This design comes from an exercise in tuning for small area, a short achievable clock period and few clock cycles on the open sky130 flow, not from production work. No activity file was given, so power comes from the tool's default toggle rates.

==> flow/design.v (excerpt) <==
module fpu(
    input  logic [31:0] op_A_in,
    input  logic [31:0] op_B_in,
    input  logic clk,
    input  logic reset,
    input  logic start,
    output logic [31:0] data_out,
    output logic [3:0]  status_out,
    output logic done
);
Size in the first run: about 38 flip-flops, ~100 I/O pins, about 0.0099 mm² of cells after synthesis.
==> module fpu, before the edit <==
module fpu(
    input  logic [31:0] op_A_in,
    input  logic [31:0] op_B_in,
    input  logic clk,
    input  logic reset,
    input  logic start,
    output logic [31:0] data_out,
    output logic [3:0]  status_out,
    output logic done
);
    logic [7:0]  ea, eb, e_l, gt, eq;
    logic [8:0]  d_ab;
    logic [4:0]  sh;
    logic        a_ge_e, e_eq, fa_lt, a_big, s_l, eff_sub, swap_f, big;
    logic [25:0] m_a, m_b, m_l, m_s, m_s_sh, lost_mask;
    logic        sticky;
    logic [26:0] x, y, g, p, gg, pp, sum;
    always_comb begin
        ea   = op_A_in[30:23];
        eb   = op_B_in[30:23];
        m_a  = {|ea, op_A_in[22:0], 2'b00};
        m_b  = {|eb, op_B_in[22:0], 2'b00};
        d_ab = {1'b0, ea} - {1'b0, eb};
        gt = ea & ~eb;
        eq = ~(ea ^ eb);
        for (int l = 0; l < 3; l++)
            for (int i = 0; i < 8; i += 2 << l) begin
                gt[i] = gt[i + (1 << l)] | (eq[i + (1 << l)] & gt[i]);
                eq[i] = eq[i + (1 << l)] & eq[i];
            end
        a_ge_e = gt[0] | eq[0];
        e_eq   = eq[0];
        fa_lt  = op_A_in[22:0] < op_B_in[22:0];
        e_l  = a_ge_e ? ea  : eb;
        m_l  = a_ge_e ? m_a : m_b;
        m_s  = a_ge_e ? m_b : m_a;
        sh   = a_ge_e ? d_ab[4:0] : eb[4:0] - ea[4:0];
        a_big = e_eq ? ~fa_lt : a_ge_e;
        s_l   = a_big ? op_A_in[31] : op_B_in[31];
        eff_sub = op_A_in[31] ^ op_B_in[31];
        swap_f  = eff_sub & e_eq & fa_lt;
        big       = d_ab[8] ? (d_ab[7:0] <= 8'd231) : (d_ab[7:0] >= 8'd25);
        m_s_sh    = big ? 26'd0 : (m_s >> sh);
        lost_mask = big ? 26'h3ffffff : ~(26'h3ffffff << sh);
        sticky    = |(m_s & lost_mask);
        x = {1'b0, m_l} ^ {27{eff_sub}};
        y = {1'b0, m_s_sh};
        g = x & y;
        p = x ^ y;
        gg = g;
        pp = p;
        gg[0] = g[0] | (p[0] & swap_f);
        for (int l = 0; l < 5; l++)
            for (int i = 26; i >= (1 << l); i--) begin
                gg[i] = gg[i] | (pp[i] & gg[i - (1 << l)]);
                pp[i] = pp[i] & pp[i - (1 << l)];
            end
        sum = (p ^ {27{eff_sub & ~swap_f}}) ^ {gg[25:0], swap_f};
    end
    logic [26:0] r;
    logic [7:0]  e_q;
    logic        s_q, sticky_q;
    always_ff @(posedge clk) begin
        r        <= sum;
        e_q      <= e_l;
        s_q      <= s_l;
        sticky_q <= sticky;
    end
    always_ff @(posedge clk or negedge reset) begin
        if (!reset) done <= 1'b0;
        else        done <= start;
    end
    logic        zero, left, c_out, uf, ovf;
    logic [25:0] w, n0, n1, n2, n3, n4, keep;
    logic [23:0] ca;
    logic [22:0] inc, f_out;
    logic [4:0]  k;
    logic [7:0]  e_p1, e_p2, e_nr, e_left, e_out;
    always_comb begin
        zero = ~|r;
        left = ~r[26] & ~r[25];
        w  = r[26] ? r[26:1] : r[25:0];
        ca = w[25:2];
        for (int l = 0; l < 5; l++)
            for (int i = 0; i < 24; i++)
                if (i[l]) ca[i] = ca[i] & ca[((i >> (l + 1)) << (l + 1)) + (1 << l) - 1];
        inc   = w[24:2] ^ ({ca[21:0], 1'b1} & {23{w[0]}});
        c_out = w[0] & ca[23];
        e_p1  = e_q + 8'd1;
        e_p2  = e_q + 8'd2;
        e_nr  = (r[26] & c_out) ? e_p2 : (r[26] | c_out) ? e_p1 : e_q;
        k[4] = ~|r[25:10]; n1 = k[4] ? {r[9:0], 16'd0} : r[25:0];
        k[3] = ~|n1[25:18]; n2 = k[3] ? {n1[17:0], 8'd0} : n1;
        k[2] = ~|n2[25:22]; n3 = k[2] ? {n2[21:0], 4'd0} : n2;
        k[1] = ~|n3[25:24]; n4 = k[1] ? {n3[23:0], 2'd0} : n3;
        k[0] = ~n4[25];     n0 = k[0] ? {n4[24:0], 1'd0} : n4;
        e_left = e_q - {3'd0, k};
        keep = ~(26'h3ffffff >> e_q);
        uf   = ~r[26] & ~|(r[25:0] & keep);
        ovf  = (&e_q) | (~left & ((e_q == 8'd254 & (r[26] | c_out)) | (e_q == 8'd253 & r[26] & c_out)));
        e_out = left ? e_left : e_nr;
        f_out = left ? n0[24:2] : inc;
        if (zero) begin
            data_out = 32'd0;                   status_out = 4'b0001;
        end else if (ovf) begin
            data_out = {s_q, 8'hFF, 23'd0};     status_out = 4'b0100;
        end else if (uf) begin
            data_out = 32'd0;                   status_out = 4'b1000;
        end else begin
            data_out = {s_q, e_out, f_out};
            status_out = (w[0] && !left) || sticky_q ? 4'b0010 : 4'b0001;
        end
    end
endmodule
Settings: LEC_CHECK=0, ABC_AREA=1, CAP_MARGIN=20, CORE_MARGIN=2, CORE_UTILIZATION=45, GPL_TIMING_DRIVEN=0, SLEW_MARGIN=20; clock period 10.0 ns.
standard.sh (not shown) runs the stock make flow with config.mk's settings and CLKGATE_MAP_FILE= SYNTH_SCRIPT=/design/flow/synth_recipe.tcl, a recipe that flattens the netlist after the stock synthesis.
==> flow/flow/run.sh <==
#!/bin/bash
# The standard layout, with plain buffers (sky130_fd_sc_hd__buf_1) on the
# ports in place of the delay cells that buffer_ports picks by default.
# Timing repair aims at 4.0 ns of setup slack up to clock tree synthesis,
# and at 3.3 ns in the repair after global routing.
set -euo pipefail
export BUFFER_PORTS_ARGS="-buffer_cell sky130_fd_sc_hd__buf_1"
SETUP_SLACK_MARGIN=4.0 bash standard.sh cts > standard_make_to_cts.log 2>&1
SETUP_SLACK_MARGIN=3.3 bash standard.sh > standard_make.log 2>&1
Change:
--- a/flow/design.v
+++ b/flow/design.v
@@ -48,13 +48,18 @@
         g = x & y;
         p = x ^ y;
         gg = g;
         pp = p;
         gg[0] = g[0] | (p[0] & swap_f);
         for (int l = 0; l < 5; l++)
-            for (int i = 26; i >= (1 << l); i--) begin
+            for (int i = (2 << l) - 1; i < 27; i += (2 << l)) begin
+                gg[i] = gg[i] | (pp[i] & gg[i - (1 << l)]);
+                pp[i] = pp[i] & pp[i - (1 << l)];
+            end
+        for (int l = 3; l >= 0; l--)
+            for (int i = (3 << l) - 1; i < 27; i += (2 << l)) begin
                 gg[i] = gg[i] | (pp[i] & gg[i - (1 << l)]);
                 pp[i] = pp[i] & pp[i - (1 << l)];
             end
         sum = (p ^ {27{eff_sub & ~swap_f}}) ^ {gg[25:0], swap_f};
     end
     logic [26:0] r;
@@ -72,13 +77,13 @@
     end
     logic        zero, left, c_out, uf, ovf;
     logic [25:0] w, n0, n1, n2, n3, n4, keep;
     logic [23:0] ca;
     logic [22:0] inc, f_out;
     logic [4:0]  k;
-    logic [7:0]  e_p1, e_p2, e_nr, e_left, e_out;
+    logic [7:0]  e_p1, e_p2, e_nr, e_left, e_out, e4, e3, e2, e1;
     always_comb begin
         zero = ~|r;
         left = ~r[26] & ~r[25];
         w  = r[26] ? r[26:1] : r[25:0];
         ca = w[25:2];
         for (int l = 0; l < 5; l++)
@@ -87,17 +92,21 @@
         inc   = w[24:2] ^ ({ca[21:0], 1'b1} & {23{w[0]}});
         c_out = w[0] & ca[23];
         e_p1  = e_q + 8'd1;
         e_p2  = e_q + 8'd2;
         e_nr  = (r[26] & c_out) ? e_p2 : (r[26] | c_out) ? e_p1 : e_q;
         k[4] = ~|r[25:10]; n1 = k[4] ? {r[9:0], 16'd0} : r[25:0];
+        e4 = k[4] ? e_q - 8'd16 : e_q;
         k[3] = ~|n1[25:18]; n2 = k[3] ? {n1[17:0], 8'd0} : n1;
+        e3 = k[3] ? e4 - 8'd8 : e4;
         k[2] = ~|n2[25:22]; n3 = k[2] ? {n2[21:0], 4'd0} : n2;
+        e2 = k[2] ? e3 - 8'd4 : e3;
         k[1] = ~|n3[25:24]; n4 = k[1] ? {n3[23:0], 2'd0} : n3;
+        e1 = k[1] ? e2 - 8'd2 : e2;
         k[0] = ~n4[25];     n0 = k[0] ? {n4[24:0], 1'd0} : n4;
-        e_left = e_q - {3'd0, k};
+        e_left = k[0] ? e1 - 8'd1 : e1;
         keep = ~(26'h3ffffff >> e_q);
         uf   = ~r[26] & ~|(r[25:0] & keep);
         ovf  = (&e_q) | (~left & ((e_q == 8'd254 & (r[26] | c_out)) | (e_q == 8'd253 & r[26] & c_out)));
         e_out = left ? e_left : e_nr;
         f_out = left ? n0[24:2] : inc;
         if (zero) begin
Effect:
- cell count is lower by a little under a tenth
- combinational power is higher by a few percent
- worst setup slack is better by 0.016 ns
- first-iteration DRC count is lower by a quarter to a third
- global-route usage is lower by 0.78 points
No run of this note included a check of the RTL's function; only the layout flow was run.

==> what the ideal ports hide <==
No port has a modelled driver above. Below, the same layouts with a new extraction and two added sets of constraints.
Step 1, drivers: a clkbuf_16 drives clk and a buf_2 each remaining input, both assumed.
Step 2 adds t to the input delays and takes it off the output delays; t is the mean of the earliest and latest rising clock arrival at the registers after step 1. Input paths then give back, and output paths get back, about the clock's delay inside the block.
Three values: no drivers, after step 1, after step 2; two values: the first two.
run	t, ns	slack for setup (ns)	slew at the worst register clock pin (ns)
the first run	0.342	3.759 / 3.713 / 3.501	0.06 / 0.06
the second run	0.310	3.775 / 3.788 / 3.478	0.06 / 0.06
After both steps setup and hold are still met in every run listed. The setup slack of the second run, which loses most, moves by +0.013 ns with the drivers and by -0.297 ns with both steps.
